What follows belongs to an exercise in optimizing a design on an open flow for small area; a production flow would make more cautious choices. In this exercise RTL edits were held to simulation tests only and were not proved equivalent to the original.

==> flow/design.v (outline; a module is shown in full before it is edited, if it fits) <==
// module xor_module: 11 lines
// module reg_module: 12 lines
// module reg_26bits: 11 lines
// module hpc3_and_module: 25 lines
// module aes_bp_graph_coloring: 1816 lines
// module gxor2: 1 lines
// module gxnor2: 1 lines
// module gand2: 1 lines
// module gnand2: 1 lines
// module ginv: 1 lines
module aes_bp_graph_coloring (
  input           clk,
  input  [7:0] share0_in,
  input  [7:0] share1_in,
  input  [51:0] rand_bit_share0,
  input  [51:0] rand_bit_share1,
  output [7:0] o_share0,
  output [7:0] o_share1
);
  // ...
==> flow/flow/run.sh <==
#!/bin/bash
set -euo pipefail
bash standard.sh "BUFFER_PORTS_ARGS=-buffer_cell sky130_fd_sc_hd__buf_1" "CTS_ARGS=-sink_clustering_enable -repair_clock_nets -dont_use_dummy_load -buf_list sky130_fd_sc_hd__clkbuf_8 -sink_clustering_size 20 -sink_clustering_max_diameter 80" finish > standard_flow.log 2>&1
==> flow/standard.sh <==
#!/bin/bash
# synth_recipe.tcl (not shown) runs the flow's synth.tcl, then flattens the netlist and writes it again
# the make line also repeats each setting of config.mk as NAME=value (left out here)
make -C /OpenROAD-flow-scripts/flow DESIGN_CONFIG=/design/flow/config.mk WORK_HOME=/design/flow/orfs CLKGATE_MAP_FILE= SYNTH_SCRIPT=/design/flow/synth_recipe.tcl "${@:-finish}"
==> flow/config.mk <==
export PLATFORM = sky130hd
export DESIGN_NAME = aes_bp_graph_coloring
export DESIGN_NICKNAME = aes_bp_graph_coloring
export VERILOG_FILES = /design/flow/design.v
export SDC_FILE = /design/flow/constraint.sdc
export NUM_CORES = 4
export LEC_CHECK = 0
export CAP_MARGIN = 20
export CORE_MARGIN = 2
export CORE_UTILIZATION = 40
export SLEW_MARGIN = 20
export SYNTH_HIERARCHICAL = 1
==> flow/constraint.sdc <==
create_clock -name core_clock -period 5.0 [get_ports {clk}]
set_input_delay 1.0000 -clock core_clock [delete_from_list [all_inputs] [get_ports {clk}]]
set_output_delay 1.0000 -clock core_clock [all_outputs]
set_load 0.01 [all_outputs]
==> run_results.csv, run 1 <==
group,metric,value,unit
synth,ys_warn_count,7,
clock_tree,cts_resized,0,
global_routing,use_met1,18.9,%
placement,place_inst,1325,
route,met3WireLength,655,um
route,wl_per_cell,13.9,um
placement,port_buffers,84,
clock_tree,cts_max_level,1,
route,wirelength,18.7,mm
synth,synthMuxAreaShare,0,%
setup_path,cp_max_fo,4,
setup_path,crit_path_frequent_cell,"xor2_1",
layout,buffers,85,
floorplan,floorplan.die.width,163,um
layout,multi_input_area,0.00506,sq mm
status,status,"finished clean",
hold_path,min_to,"ra22_d3$_DFF_P_",
setup_path,cp_slowest_stage_delay,0.47,ns
timing,tightestPinTransition,0.815,ns
hold_path,hold_start,"ra22_d2$_DFF_P_",
global_routing,grt_overflow_total,0,
floorplan,ioPinCount,137,
floorplan,die_h,163,um
layout,stdcell_count,1341,
setup_path,cp_slowest_cell,"xor2_1",
layout,final_common_cell,"xor2_1",
synth,synth_edf_count,0,
synth,synth_adder_area_share,0,%
synth,synth_commonest_cells,"xor2_1, dfxtp_1, nand2_1",
layout,fin_area,0.0111,sq mm
timing,fin_crit,3.87,ns
floorplan,die_area,0.0267,sq mm
synth,synth_top_area_share,50.2,%
floorplan,core_area,0.0250,sq mm
synth,synth_xor_area_share,44.7,%
timing,whs,0.310,ns
==> run 2: changes to the inputs <==
==> flow/flow/run.sh (replaced) <==
#!/bin/bash
set -euo pipefail
bash standard.sh "BUFFER_PORTS_ARGS=-buffer_cell sky130_fd_sc_hd__buf_1" "CTS_ARGS=-sink_clustering_enable -repair_clock_nets -dont_use_dummy_load" finish > standard_flow.log 2>&1
==> run 2 against run 1 <==
  * Critical path depth stayed put
  * Sequential share of layout area decreased by 1.6 points
  * Still clean
  * Wire length grew 0.40%
  * Global-route usage up 0.11 points
  * Sequential cell count did not move
==> run_results.csv, run 2 <==
group,metric,value,unit
clock_tree,cts_buffer_depth,3,
route,drc_errors,0,
synth,synth-compound-area-share,0,%
synth,synth_commonest_cells,"xor2_1, dfxtp_1, nand2_1",
floorplan,core_area,0.0250,sq mm
setup_path,cp_max_fo,4,
floorplan,ioPinCount,137,
synth,netlist_area,0.0102,sq mm
synth,synth_seq_area_share,50.2,%
global_routing,grt_max_degree,16,
clock_tree,cts_resized,0,
clock_tree,postCtsSetupRepairBufs,0,
layout,fillCellCount,2398,
global_routing,grt_pass1_vias,5650,
global_routing,use_met1,18.8,%
synth,synth_top_family_by_area,"XOR/XNOR gates",
timing,tns,0,ns
placement,placed_area,0.0109,sq mm
flow_run,drv_cap,0,
global_routing,grt_overflow_total,0,
floorplan,die_h,163,um
layout,regArea,0.00510,sq mm
route,viasPerCell,4.08,
layout,final_layout_size_suffix_gt1_share,2.55,%
route,dr_total_vias,5504,
floorplan,floorplan.die.width,163,um
global_routing,antenna_found_initial,0,
global_routing,grt.busiest_layer,"met2",
timing,whs,0.306,ns
clock_tree,hold_buffers,0,
global_routing,use_met2,25.2,%
global_routing,globalRouteMet3Util,2.16,%
route,drtAntennaViolNets,0,
layout,syn2layout_area_growth,13.4,%
synth,ys.flop_type,"dfxtp_1",
synth,ys_warn_count,7,
synth,synth_edf_count,0,
synth,synth_cells,910,
timing,final_hold_viol_count,0,
floorplan,start_util,40.6,%
layout,post-route-util,46.0,%
placement,dp_hpwl,15.6,mm
timing,fin_skew,0.0178,ns
synth,synth_top_area_share,50.2,%
route,initialDrtViolationCount,203,
timing,final_max_slew_viol_count,0,
synth,synthMuxAreaShare,0,%
synth,synth_area_leaders,"dfxtp_1, xor2_1, nand2_1",
layout,nets,1143,
setup_path,critical_path_class,"register to output pin",
synth,yosysTopAreaCell,"dfxtp_1",
clock_tree,cts_max_level,1,
layout,final_common_cell,"xor2_1",
setup_path,startpoint_type,"register",
timing,fin_crit,3.82,ns
route,firstDrtPassIters,4,
timing,timing.final.crit_share,76.5,%
timing,tightestPinTransition,0.800,ns
timing,rsz0062_at_grt,"no",
route,wirelength,18.8,mm
setup_path,cp.arrival,2.82,ns
floorplan,die_area,0.0267,sq mm
setup_path,crit_required,4.00,ns
route,wl_per_cell,13.9,um
timing,fmax,262,MHz
placement,routabilityCongestion,0.838,
synth,synth-seq-cells,255,
layout,final_cell_mix,"xor2_1, dfxtp_1, nand2_1, buf_1, xnor2_1",
synth,ys_types,4,
clock_tree,clkTransAtPathRegs,0.06,ns
layout,antennaDiodeCount,0,
placement,port_buffers,84,
synth,synthSimpleGateAreaFrac,5.02,%
layout,multi_input_area,0.00506,sq mm
clock_tree,cts-root-buf,"clkbuf_16",
synth,yosysMostFrequentCell,"xor2_1",
synth,async_flop_share,0,%
layout,fin_area,0.0115,sq mm
clock_tree,cts_buffers,25,
synth,syn_area_per_cell,11.2,sq um
hold_path,hold_class,"register to register",
synth,synth_xor_area_share,44.7,%
clock_tree,clock_latency,0.51,ns
clock_tree,cts_tree,"built",
global_routing,grt.total_usage,14.5,%
status,status,"finished clean",
setup_path,crit_path_end_kind,"output pin",
floorplan,num_rows,58,
clock_tree,clock-sinks,255,
timing,relSlewSlack,46.5,%
synth,synth_adder_area_share,0,%
timing,setup-violations-final,0,
global_routing,grt_pass1_wl,29.8,mm
synth,syn_nets,1031,
## run 2: worst max-delay path: stages, from the launching register on
cell and delay [ns]:
dfxtp_1 0.43, xor2_1 0.28, nand2_1 0.18, xor2_1 0.22, xor2_1 0.47, xor2_1 0.21, xor2_1 0.20, xor2_1 0.17
buf_1 0.17
## run 2: metrics by stage
step | cells | setup WS (ns)
5_1_grt | 1350 | 0.871
3_5_place_dp | 1325 | 1.03
3_3_place_gp | 1325 | 1.11
2_1_floorplan | 910 | 1.86
4_1_cts | 1350 | 1.10
6_report | 1350 | 1.18
## run 2: cell type report
cell class	count	area share (%)
clock buffers	25	5.43
multi-input cells	655	43.9
flip-flops and latches	255	44.3
well taps	330	3.58
repair buffers	85	2.80
## run 2: per-layer routing
metal	routed length, um	vias up
li1	-	2972
met1	8450	2418
met2	9190	91
met3	727	23
met4	388	0
met5	0	-
## run 2: Yosys stat by module (local to each module, per instance)
module	cell area, sq um	flip-flops and latches	copies in the design	cells inside
gnand2	3.75	0	136	1
gxnor2	8.76	0	30	1
aes_bp_graph_coloring	5100	255	1	255
gxor2	8.76	0	489	1
## run 2: path summary, 6_finish.rpt
check / start / endpoint / slack, ns / depth (start not counted)
worst max-delay path: m39_r4_1$_DFF_P_ / o_share1[2] / 1.18 / 8
worst max register to register: m32_t3_0$_DFF_P_ / T2_0$_DFF_P_ / 2.16 / 9
worst min register to register: ra22_d2$_DFF_P_ / ra22_d3$_DFF_P_ / 0.31 / 0
worst min-delay path: ra22_d2$_DFF_P_ / ra22_d3$_DFF_P_ / 0.31 / 0
## run 2: kinds of logic (layout without fill, tap and decap cells)
kind of cell  after synthesis  in the layout
buf+inv                     0            110
simple gates              136            136
flops                     255            255
xor+xnor                  519            519
==> run 3: changes to the inputs <==
==> flow/flow/run.sh (replaced) <==
#!/bin/bash
set -euo pipefail
bash standard.sh "BUFFER_PORTS_ARGS=-buffer_cell sky130_fd_sc_hd__buf_1" "CTS_ARGS=-sink_clustering_enable -repair_clock_nets -dont_use_dummy_load -buf_list {sky130_fd_sc_hd__clkbuf_2 sky130_fd_sc_hd__clkbuf_4}" finish > standard_flow.log 2>&1
==> run 3 against run 2 <==
  * Critical endpoint unchanged
  * Setup slack got worse by 0.15 ns
  * Sequential share of layout area rose by 0.76 points
  * Sequential cell count unchanged
  * Still clean on timing, DRC and antenna
  * Final area is 1.7% lower
  * Hold slack worse by 0.0045 ns
  * Highest routed layer unchanged
  * Wire length is 1.1% higher
  * Core utilization shrank 0.78 points
  * Critical path depth stayed put
  * Count of clock-buffer cells in the layout increased by 32
==> run_results.csv, run 3 <==
group,metric,value,unit
status,status,"finished clean",
layout,final_common_cell,"xor2_1",
synth,syn_area_per_cell,11.2,sq um
clock_tree,clock-sinks,255,
route,firstDrtPassIters,4,
synth,syn_nets,1031,
setup_path,crit_path_end_kind,"output pin",
clock_tree,cts_buffer_depth,3,
timing,tightestPinTransition,0.791,ns
timing,fmax,251,MHz
setup_path,crit_required,4.00,ns
setup_path,cp_max_fo,4,
clock_tree,cts_buffers,57,
synth,synth_area_leaders,"dfxtp_1, xor2_1, nand2_1",
placement,routabilityCongestion,0.838,
global_routing,grt_pass1_wl,30.3,mm
setup_path,critical_path_class,"register to output pin",
floorplan,start_util,40.6,%
timing,final_max_slew_viol_count,0,
clock_tree,clock_latency,0.64,ns
timing,timing.final.crit_share,79.6,%
layout,final_cell_mix,"xor2_1, dfxtp_1, nand2_1, buf_1, clkbuf_4",
global_routing,grt.total_usage,14.9,%
clock_tree,cts-root-buf,"clkbuf_4",
hold_path,hold_class,"register to register",
timing,tns,0,ns
hold_path,hold_start,"ra16_d1$_DFF_P_",
synth,yosysMostFrequentCell,"xor2_1",
setup_path,cp-startpoint,"m39_r4_1$_DFF_P_",
setup_path,startpoint_type,"register",
floorplan,num_rows,58,
floorplan,die_area,0.0267,sq mm
timing,setup-violations-final,0,
synth,synth_commonest_cells,"xor2_1, dfxtp_1, nand2_1",
timing,relSlewSlack,47.1,%
clock_tree,hold_buffers,0,
clock_tree,cts_tree,"built",
setup_path,cp.arrival,2.98,ns
synth,synth_seq_area_share,50.2,%
global_routing,grt_pass1_vias,5887,
setup_path,reg2reg_from,"m32_t3_0$_DFF_P_",
route,drtAntennaViolNets,0,
clock_tree,clkTransAtPathRegs,0.07,ns
clock_tree,cts_max_level,2,
synth,async_flop_share,0,%
synth,synth_cells,910,
timing,rsz0062_at_grt,"no",
route,viasPerCell,4.08,
global_routing,grt_max_degree,16,
clock_tree,cts_resized,0,
synth,ys_warn_count,7,
global_routing,grt_overflow_total,0,
placement,port_buffers,84,
global_routing,antenna_found_initial,1,
synth,netlist_area,0.0102,sq mm
synth,synth-seq-cells,255,
synth,synth_edf_count,0,
synth,synth_top_area_share,50.2,%
route,wirelength,19.0,mm
timing,fin_crit,3.98,ns
layout,syn2layout_area_growth,11.5,%
timing,final_hold_viol_count,0,
floorplan,core_area,0.0250,sq mm
layout,final_layout_size_suffix_gt1_share,5.51,%
timing,fin_skew,0.0509,ns
placement,dp_hpwl,15.6,mm
synth,ys.flop_type,"dfxtp_1",
synth,yosysTopAreaCell,"dfxtp_1",
layout,post-route-util,45.2,%
floorplan,die_h,163,um
flow_run,drv_cap,0,
floorplan,ioPinCount,137,
route,initialDrtViolationCount,180,
synth,ys_types,4,
clock_tree,postCtsSetupRepairBufs,0,
route,wl_per_cell,13.7,um
layout,nets,1175,
floorplan,floorplan.die.width,163,um
route,dr_total_vias,5642,
route,drc_errors,0,
[run 3: layout make-up]
| class | instances | area [sq um] |
|---|---|---|
| Antenna cell | 1 | 2.50 |
| Clock buffer | 57 | 428 |
| Fill cell | 2441 | 13700 |
| Multi-Input combinational cell | 655 | 5060 |
| Sequential cell | 255 | 5100 |
| Tap cell | 330 | 413 |
| Timing Repair Buffer | 85 | 323 |
[run 3: metrics by stage]
| step | std cells | area [sq um] | setup WS, ns | hold WS, ns |
|---|---|---|---|---|
| floorplan | 910 | 10200 | 1.86 | 0.310 |
| detailed placement | 1325 | 10900 | 1.03 | 0.312 |
| global route | 1383 | 11300 | 0.688 | 0.318 |
| finish | 1383 | 11300 | 1.02 | 0.302 |
| CTS | 1382 | 11300 | 0.923 | 0.310 |
| global placement | 1325 | 10900 | 1.11 | 0.310 |
[run 3: kinds of logic after synthesis]
logic type	after synthesis	synth area share, %
flip-flops	255	50.2
AND/OR/NAND/NOR	136	5.02
XOR/XNOR	519	44.7
[run 3: Yosys stat by module (local to each module, per instance)]
module,cells,copies in the design,flip-flops and latches
aes_bp_graph_coloring,255,1,255
gxnor2,1,30,0
gxor2,1,489,0
gnand2,1,136,0
[run 3: metal layers]
layer,global-route usage [%],vias to the layer above,part of all wire [%]
met1,18.6,2453,45
met2,25.2,113,49
met5,0,-,0
li1,-,3052,-
met4,5.31,0,2.1
met3,3.22,24,4.2
[run 3: final timing paths]
path                                         to  slack [ns]  depth (start not counted)
worst max-delay path                o_share1[2]        1.02                          8
worst min-delay path            ra16_d2$_DFF_P_        0.30                          0
worst max register to register     T2_0$_DFF_P_        2.13                          9
worst min register to register  ra16_d2$_DFF_P_        0.30                          0
[run 3: critical path, stage by stage, from the launching register on]
cell and delay, ns:
dfxtp_1 0.44, xor2_1 0.29, nand2_1 0.18, xor2_1 0.22, xor2_1 0.47, xor2_1 0.21, xor2_1 0.20, xor2_1 0.17
buf_1 0.17
==> run 4: changes to the inputs <==
==> flow/flow/run.sh (replaced) <==
#!/bin/bash
set -euo pipefail
bash standard.sh "BUFFER_PORTS_ARGS=-buffer_cell sky130_fd_sc_hd__buf_1" "CTS_ARGS=-sink_clustering_enable -repair_clock_nets -dont_use_dummy_load -buf_list sky130_fd_sc_hd__clkbuf_4 -sink_clustering_size 8 -sink_clustering_max_diameter 40" finish > standard_flow.log 2>&1
==> run 4 against run 3 <==
  * Still clean
  * Sequential share of layout area rose by 0.51 points
  * Synthesized cell count unchanged
==> run_results.csv, run 4 <==
group,metric,value,unit
global_routing,grt_overflow_total,0,
floorplan,die_area,0.0267,sq mm
global_routing,grt.total_usage,14.8,%
timing,final_max_slew_viol_count,0,
setup_path,startpoint_type,"register",
synth,synth_commonest_cells,"xor2_1, dfxtp_1, nand2_1",
global_routing,grt_pass1_wl,30.1,mm
global_routing,grt_pass1_vias,5771,
timing,fin_crit,3.92,ns
route,wl_per_cell,13.8,um
route,drc_errors,0,
timing,relSlewSlack,46.4,%
route,drtAntennaViolNets,0,
timing,final_hold_viol_count,0,
layout,post-route-util,44.7,%
synth,ys.flop_type,"dfxtp_1",
synth,synth-seq-cells,255,
synth,synth_top_area_share,50.2,%
placement,dpl_worst_slack,1.03,ns
setup_path,critical_path_class,"register to output pin",
timing,tightestPinTransition,0.801,ns
clock_tree,cts_tree,"built",
floorplan,ioPinCount,137,
synth,syn_nets,1031,
layout,syn2layout_area_growth,10.2,%
synth,ys_types,4,
floorplan,die_h,163,um
clock_tree,cts_resized,0,
synth,synth_seq_area_share,50.2,%
timing,setup_ws,1.08,ns
clock_tree,cts_buffers,40,
timing,fin_skew,0.0558,ns
synth,ys_warn_count,7,
route,viasPerCell,4.10,
clock_tree,postCtsSetupRepairBufs,0,
synth,yosysMostFrequentCell,"xor2_1",
placement,routabilityCongestion,0.838,
clock_tree,clkTransAtPathRegs,0.07,ns
route,firstDrtPassIters,4,
route,wirelength,18.9,mm
setup_path,cp.arrival,2.92,ns
timing,rsz0062_at_grt,"no",
floorplan,core_area,0.0250,sq mm
clock_tree,cts-root-buf,"clkbuf_4",
hold_path,hold_class,"register to register",
synth,yosysTopAreaCell,"dfxtp_1",
status,status,"finished clean",
floorplan,num_rows,58,
clock_tree,cts_buffer_depth,3,
route,initialDrtViolationCount,233,
synth,async_flop_share,0,%
floorplan,floorplan.die.width,163,um
setup_path,cp_max_fo,4,
synth,synth_cells,910,
synth,synth_area_leaders,"dfxtp_1, xor2_1, nand2_1",
layout,final_cell_mix,"xor2_1, dfxtp_1, nand2_1, buf_1, clkbuf_4",
layout,final_common_cell,"xor2_1",
timing,setup-violations-final,0,
synth,netlist_area,0.0102,sq mm
floorplan,start_util,40.6,%
timing,fmax,255,MHz
layout,fillCellCount,2458,
placement,port_buffers,84,
setup_path,crit_required,4.00,ns
timing,timing.final.crit_share,78.3,%
clock_tree,hold_buffers,0,
setup_path,crit_path_end_kind,"output pin",
synth,synth_edf_count,0,
layout,nets,1158,
timing,tns,0,ns
clock_tree,clock_latency,0.62,ns
flow_run,drv_cap,0,
global_routing,grt_max_degree,11,
placement,dp_hpwl,15.6,mm
clock_tree,cts_max_level,2,
clock_tree,clock-sinks,255,
layout,final_layout_size_suffix_gt1_share,3.96,%
route,dr_total_vias,5600,
synth,syn_area_per_cell,11.2,sq um
global_routing,antenna_found_initial,1,
-- run 4: changes by cell type in the layout (fill, tap and decap cells not counted) --
cell      previous run  this run
clkbuf_4            57        40
-- run 4: cell type report --
cell class / count / area [sq um] / share of cell area [%]
Multi-Input combinational cell: 655 / 5060 / 45.1
Tap cell: 330 / 413 / 3.69
Sequential cell: 255 / 5100 / 45.6
Clock buffer: 40 / 300 / 2.68
Antenna cell: 1 / 2.50 / 0.0223
Timing Repair Buffer: 85 / 323 / 2.88
-- run 4: logic make-up after synthesis --
family           Yosys count  synth area share (%)
XOR/XNOR                 519                  44.7
flip-flops               255                  50.2
AND/OR/NAND/NOR          136                  5.02
-- run 4: worst max-delay path, cell delays in order, from the launching register on --
cell and delay (ns):
dfxtp_1 0.45, xor2_1 0.28, nand2_1 0.18, xor2_1 0.22, xor2_1 0.47, xor2_1 0.21
xor2_1 0.20, xor2_1 0.17, buf_1 0.17
-- run 4: per-stage QoR --
step	cells	cell area, sq um	hold slack (ns)
floorplan	910	10200	0.310
global placement	1325	10900	0.310
detailed placement	1325	10900	0.312
CTS	1365	11200	0.293
global route	1366	11200	0.301
finish	1366	11200	0.293
-- run 4: metal layers --
layer | share of wire [%] | global-route usage, %
met5 | 0 | 0
met4 | 2.2 | 4.99
met3 | 3.9 | 2.92
met2 | 49 | 25.3
met1 | 45 | 18.6
-- run 4: per-module statistics from Yosys, one instance, submodules excluded --
module,flops+latches,cells inside,cell area [sq um]
aes_bp_graph_coloring,255,255,5100
gnand2,0,1,3.75
gxnor2,0,1,8.76
gxor2,0,1,8.76
-- run 4: worst paths after layout --
check	startpoint	end	slack, ns	cells after the start
worst max-delay path	m39_r4_1$_DFF_P_	o_share1[2]	1.08	8
worst min-delay path	ra22_d2$_DFF_P_	ra22_d3$_DFF_P_	0.29	0
worst max register to register	m32_xc_0$_DFF_P_	T2_0$_DFF_P_	2.14	9
worst min register to register	ra22_d2$_DFF_P_	ra22_d3$_DFF_P_	0.29	0
==> run 5: changes to the inputs <==
==> flow/flow/run.sh (replaced) <==
#!/bin/bash
set -euo pipefail
bash standard.sh "BUFFER_PORTS_ARGS=-buffer_cell sky130_fd_sc_hd__buf_1" "CTS_ARGS=-sink_clustering_enable -repair_clock_nets -dont_use_dummy_load -buf_list sky130_fd_sc_hd__clkbuf_2 -sink_clustering_size 6 -sink_clustering_max_diameter 30" finish > standard_flow.log 2>&1
==> run 5 against run 4 <==
  * Still clean on timing, DRC and antenna
  * Critical path depth is the same
  * Sequential cell count unchanged
  * Wire length barely moved
  * Critical path type unchanged
==> run_results.csv, run 5 <==
group,metric,value,unit
synth,synth_commonest_cells,"xor2_1, dfxtp_1, nand2_1",
clock_tree,clock_latency,0.79,ns
clock_tree,clkTransAtPathRegs,0.10,ns
layout,final_common_cell,"xor2_1",
floorplan,die_area,0.0267,sq mm
route,firstDrtPassIters,4,
route,drc_errors,0,
timing,fmax,246,MHz
clock_tree,postCtsSetupRepairBufs,0,
synth,ys.flop_type,"dfxtp_1",
floorplan,floorplan.die.width,163,um
route,initialDrtViolationCount,206,
setup_path,crit_required,4.00,ns
timing,fin_crit,4.07,ns
synth,synth_top_area_share,50.2,%
layout,final_layout_size_suffix_gt1_share,5.06,%
clock_tree,cts-root-buf,"clkbuf_2",
setup_path,cp.arrival,3.07,ns
floorplan,start_util,40.6,%
route,wirelength,18.9,mm
setup_path,startpoint_type,"register",
route,viasPerCell,4.08,
synth,synth-seq-cells,255,
setup_path,crit_path_frequent_cell,"xor2_1",
clock_tree,cts_resized,0,
clock_tree,hold_buffers,0,
synth,yosysMostFrequentCell,"xor2_1",
synth,synth_edf_count,0,
layout,fillCellCount,2443,
placement,dp_hpwl,15.6,mm
synth,synth_cells,910,
clock_tree,cts_buffers,52,
timing,setup_ws,0.935,ns
clock_tree,cts_tree,"built",
synth,syn_nets,1031,
synth,netlist_area,0.0102,sq mm
timing,relSlewSlack,46.0,%
synth,yosysTopAreaCell,"dfxtp_1",
synth,async_flop_share,0,%
placement,placed_area,0.0109,sq mm
setup_path,critPathBufInv,1,
route,wl_per_cell,13.7,um
setup_path,critical_path_class,"register to output pin",
layout,final_cell_mix,"xor2_1, dfxtp_1, nand2_1, buf_1, clkbuf_2",
timing,tns,0,ns
synth,ys_types,4,
synth,ys_warn_count,7,
synth,synth_area_leaders,"dfxtp_1, xor2_1, nand2_1",
setup_path,cp_max_fo,4,
status,status,"finished clean",
clock_tree,cts_buffer_depth,3,
layout,syn2layout_area_growth,9.83,%
timing,final_max_slew_viol_count,0,
setup_path,cp_slowest_stage_delay,0.48,ns
clock_tree,cts_max_level,2,
setup_path,crit_path_cell_trace,"xor2_1 -> nand2_1 -> xor2_1 -> xor2_1 -> xor2_1 -> xor2_1 -> xor2_1 -> buf_1",
global_routing,grt_pass1_wl,30.1,mm
synth,syn_area_per_cell,11.2,sq um
floorplan,die_h,163,um
placement,port_buffers,84,
timing,fin_skew,0.141,ns
timing,tightestPinTransition,0.807,ns
global_routing,grt_max_degree,15,
layout,nets,1170,
synth,synth_seq_area_share,50.2,%
global_routing,antenna_found_initial,1,
flow_run,drv_cap,0,
setup_path,cp_slowest_cell,"xor2_1",
route,dr_total_vias,5625,
clock_tree,clock-sinks,255,
timing,rsz0062_at_grt,"no",
timing,timing.final.crit_share,81.3,%
placement,routabilityCongestion,0.838,
layout,fin_area,0.0112,sq mm
layout,post-route-util,44.6,%
placement,dpl_worst_slack,1.03,ns
floorplan,num_rows,58,
route,drtAntennaViolNets,0,
timing,setup-violations-final,0,
hold_path,hold_class,"register to register",
timing,whs,0.298,ns
global_routing,grt.total_usage,14.8,%
floorplan,ioPinCount,137,
setup_path,cp_top_family,"XOR/XNOR gates",
global_routing,grt_pass1_vias,5842,
setup_path,crit_path_end_kind,"output pin",
floorplan,core_area,0.0250,sq mm
timing,final_hold_viol_count,0,
global_routing,grt_overflow_total,0,
[run 5: cell counts after synthesis]
Identical to the previous run, type by type.
[run 5: Yosys stat by module (local to each module, per instance)]
module,flip-flops and latches,copies in the design,cells
aes_bp_graph_coloring,255,1,255
gnand2,0,136,1
gxnor2,0,30,1
gxor2,0,489,1
[run 5: layer usage]
metal	track usage, %	share of wire (%)
met4	4.95	1.9
met1	18.7	44
met5	0	0
met3	3.22	4.8
met2	25.0	49
[run 5: logic make-up (layout without fill, tap and decap cells)]
group	count (synthesis)	count (layout)	synth area share, %
xor+xnor	519	519	44.7
flops	255	255	50.2
simple gates	136	136	5.02
other cells	0	1	0
buf+inv	0	137	0
[run 5: final timing paths]
| path | from | end | slack, ns | cells after the start |
|---|---|---|---|---|
| max | m37_r4_1$_DFF_P_ | o_share1[2] | 0.93 | 8 |
| min | ra22_d2$_DFF_P_ | ra22_d3$_DFF_P_ | 0.30 | 0 |
| max reg2reg | m32_t3_0$_DFF_P_ | T2_0$_DFF_P_ | 2.05 | 9 |
| min reg2reg | ra22_d2$_DFF_P_ | ra22_d3$_DFF_P_ | 0.30 | 0 |
[run 5: layout make-up]
class                   instances  area (sq um)  area share (%)
diodes                          1          2.50          0.0224
clock buffers                  52           260            2.33
multi-input cells             655          5060            45.3
flip-flops and latches        255          5100            45.7
well taps                     330           413            3.70
repair buffers                 85           323            2.89
[run 5: per-stage QoR]
step / instances
6_report: 1378
3_3_place_gp: 1325
3_5_place_dp: 1325
2_1_floorplan: 910
4_1_cts: 1377
5_1_grt: 1378
==> run 6: changes to the inputs <==
==> flow/flow/run.sh (replaced) <==
#!/bin/bash
set -euo pipefail
bash standard.sh "BUFFER_PORTS_ARGS=-buffer_cell sky130_fd_sc_hd__buf_1" "CTS_ARGS=-sink_clustering_enable -repair_clock_nets -dont_use_dummy_load -buf_list sky130_fd_sc_hd__clkbuf_4 -sink_clustering_size 10 -sink_clustering_max_diameter 50" finish > standard_flow.log 2>&1
==> run 6 against run 5 <==
  * Non-clock buffer count unchanged
  * Still clean on timing, DRC and antenna
  * Critical endpoint unchanged
  * Fmax is 1.5% higher
  * Sequential share of layout area is 0.18 points higher
==> run_results.csv, run 6 <==
group,metric,value,unit
floorplan,start_util,40.6,%
layout,final_layout_size_suffix_gt1_share,2.93,%
synth,synth_edf_count,0,
timing,setup-violations-final,0,
placement,routabilityCongestion,0.838,
layout,final_common_cell,"xor2_1",
setup_path,cp_top_family,"XOR/XNOR gates",
setup_path,setup.worst_path.end,"o_share1[2]",
setup_path,critPathBufInv,1,
timing,tns,0,ns
setup_path,reg2reg_from,"m32_t3_0$_DFF_P_",
synth,ys_types,4,
timing,timing.final.crit_share,80.1,%
route,drtAntennaViolNets,0,
floorplan,ioPinCount,137,
global_routing,use_met1,19.0,%
timing,fin_skew,0.0339,ns
timing,fmax,250,MHz
setup_path,crit_required,4.00,ns
synth,synth_top_area_share,50.2,%
setup_path,path_depth,8,
setup_path,cp-startpoint,"m39_r4_1$_DFF_P_",
setup_path,startpoint_type,"register",
route,dr_total_vias,5527,
synth,synth_area_leaders,"dfxtp_1, xor2_1, nand2_1",
clock_tree,hold_buffers,0,
setup_path,cp_slowest_stage_delay,0.48,ns
setup_path,cp.arrival,3.01,ns
setup_path,rr_worst_depth,9,
global_routing,globalRouteMet3Util,2.13,%
timing,rsz0062_at_grt,"no",
route,wl_per_cell,13.9,um
synth,synth_cells,910,
clock_tree,cts-root-buf,"clkbuf_4",
setup_path,cp_slowest_cell,"xor2_1",
global_routing,grt.busiest_layer,"met2",
placement,dp_hpwl,15.6,mm
status,status,"finished clean",
timing,tightestPinTransition,0.799,ns
synth,synth_commonest_cells,"xor2_1, dfxtp_1, nand2_1",
clock_tree,cts_buffer_depth,3,
synth,syn_area_per_cell,11.2,sq um
clock_tree,clock_latency,0.64,ns
setup_path,cp_max_fo,4,
clock_tree,clkTransAtPathRegs,0.11,ns
clock_tree,cts_max_level,1,
hold_path,hold_class,"register to register",
synth,yosysMostFrequentCell,"xor2_1",
timing,fin_crit,4.01,ns
setup_path,crit_path_cell_trace,"xor2_1 -> nand2_1 -> xor2_1 -> xor2_1 -> xor2_1 -> xor2_1 -> xor2_1 -> buf_1",
floorplan,floorplan.die.width,163,um
layout,final_cell_mix,"xor2_1, dfxtp_1, nand2_1, buf_1, xnor2_1",
synth,async_flop_share,0,%
layout,stdcell_count,1355,
clock_tree,cts_tree,"built",
placement,port_buffers,84,
global_routing,grt_pass1_vias,5650,
synth,ys.flop_type,"dfxtp_1",
clock_tree,cts_resized,0,
global_routing,grt_overflow_total,0,
setup_path,crit_path_frequent_cell,"xor2_1",
synth,synth_seq_area_share,50.2,%
clock_tree,clock-sinks,255,
synth,syn_nets,1031,
setup_path,crit_path_end_kind,"output pin",
global_routing,grt_max_degree,14,
global_routing,grt.total_usage,14.6,%
floorplan,core_area,0.0250,sq mm
global_routing,use_met2,25.1,%
timing,final_max_slew_viol_count,0,
route,viasPerCell,4.08,
layout,fillCellCount,2447,
synth,synth-seq-cells,255,
route,wirelength,18.8,mm
synth,netlist_area,0.0102,sq mm
floorplan,num_rows,58,
setup_path,reg2reg_slack,2.15,ns
flow_run,drv_cap,0,
timing,final_hold_viol_count,0,
timing,relSlewSlack,46.5,%
clock_tree,cts_buffers,29,
route,drc_errors,0,
route,firstDrtPassIters,4,
clock_tree,postCtsSetupRepairBufs,0,
layout,syn2layout_area_growth,9.41,%
synth,yosysTopAreaCell,"dfxtp_1",
setup_path,r2r-end,"T2_0$_DFF_P_",
synth,ys_warn_count,7,
route,initialDrtViolationCount,172,
placement,place_inst,1325,
global_routing,antenna_found_initial,1,
layout,nets,1147,
floorplan,die_area,0.0267,sq mm
setup_path,critical_path_class,"register to output pin",
global_routing,grt_pass1_wl,29.9,mm
floorplan,die_h,163,um
-- run 6: cell counts after synthesis --
Identical to the previous run, type by type.
-- run 6: per-module statistics from Yosys (local to each module, per instance) --
module                 times used  cells
aes_bp_graph_coloring           1    255
gnand2                        136      1
gxnor2                         30      1
gxor2                         489      1
-- run 6: worst register-to-register path, stage by stage, from the launching register on --
cell	delay, ns
dfxtp_1	0.33
nand2_1	0.06
xnor2_1	0.58
xor2_1	0.35
xor2_1	0.21
nand2_1	0.13
xor2_1	0.48
xor2_1	0.23
xor2_1	0.19
xor2_1	0.21
-- run 6: per-stage QoR --
step | instance area [sq um] | util [%] | hold slack (ns) | worst slack, ns
3_5_place_dp | 10900 | 43.5 | 0.312 | 1.03
4_1_cts | 11100 | 44.4 | 0.308 | 0.873
3_3_place_gp | 10900 | 43.5 | 0.310 | 1.11
6_report | 11100 | 44.4 | 0.322 | 0.994
2_1_floorplan | 10200 | - | 0.310 | 1.86
5_1_grt | 11100 | 44.4 | 0.336 | 0.647
-- run 6: per-layer routing --
layer	vias to the layer above	share of wire (%)
met5	-	0
met3	24	4.1
met1	2415	45
met4	0	2.1
met2	107	49
li1	2981	-
-- run 6: logic make-up after synthesis --
logic type       Yosys count  share of synthesized area, %
XOR/XNOR                 519                          44.7
flip-flops               255                          50.2
AND/OR/NAND/NOR          136                          5.02
-- run 6: cell type report --
class / count / area, sq um / share of cell area (%)
multi-input cells: 655 / 5060 / 45.5
flip-flops and latches: 255 / 5100 / 45.9
diodes: 1 / 2.50 / 0.0225
repair buffers: 85 / 323 / 2.90
clock buffers: 29 / 218 / 1.96
well taps: 330 / 413 / 3.71
-- run 6: worst min path at each step --
| stage | endpoint | from | slack, ns | cells after the start |
|---|---|---|---|---|
| after floorplan | b0_d2_i0$_DFF_P_ | b0_d1_i0$_DFF_P_ | 0.31 | 0 |
| final | b1_d3_i0$_DFF_P_ | b1_d2_i0$_DFF_P_ | 0.32 | 0 |
| after CTS | b1_d3_i0$_DFF_P_ | b1_d2_i0$_DFF_P_ | 0.31 | 0 |
| after global routing | b1_d3_t6$_DFF_P_ | b1_d2_t6$_DFF_P_ | 0.34 | 0 |
| after detailed placement | b0_d2_t17$_DFF_P_ | b0_d1_t17$_DFF_P_ | 0.31 | 0 |
| after global placement | rc5_d2$_DFF_P_ | rc5_d1$_DFF_P_ | 0.31 | 0 |

-- static timing again, ports no longer ideal --
In the flow no input, the clock included, has a driving cell. The finished layouts below were timed again as built, in two steps. Step 1 (the two cells are an assumption about what drives the block):
set clk [get_ports {clk}]
set_driving_cell -lib_cell sky130_fd_sc_hd__clkbuf_16 $clk
set_driving_cell -lib_cell sky130_fd_sc_hd__buf_2 [delete_from_list [all_inputs] $clk]
Step 2 adds t to the input delays and takes it off the output delays; t is the mean of the earliest and latest rising clock arrival at the registers after step 1. Input paths then give back, and output paths get back, about the clock's delay inside the block. a / b / c = ideal ports / drivers / drivers and shift; a / b = the first two.
run	t, ns	slack for setup (ns)	clock arrival spread, ns
run 1	0.531	1.133 / 1.091 / 1.083	0.049 / 0.050
run 2	0.541	1.176 / 1.133 / 1.060	0.020 / 0.020
run 3	0.662	1.022 / 0.983 / 1.080	0.057 / 0.058
run 4	0.631	1.085 / 1.045 / 1.064	0.064 / 0.064
run 5	0.760	0.935 / 0.897 / 1.134	0.147 / 0.147
run 6	0.665	0.994 / 0.954 / 1.065	0.034 / 0.034
After both steps every run listed still meets setup and hold. The setup slack of run 2, which loses most, moves by -0.043 ns with the drivers and by -0.116 ns with both steps.
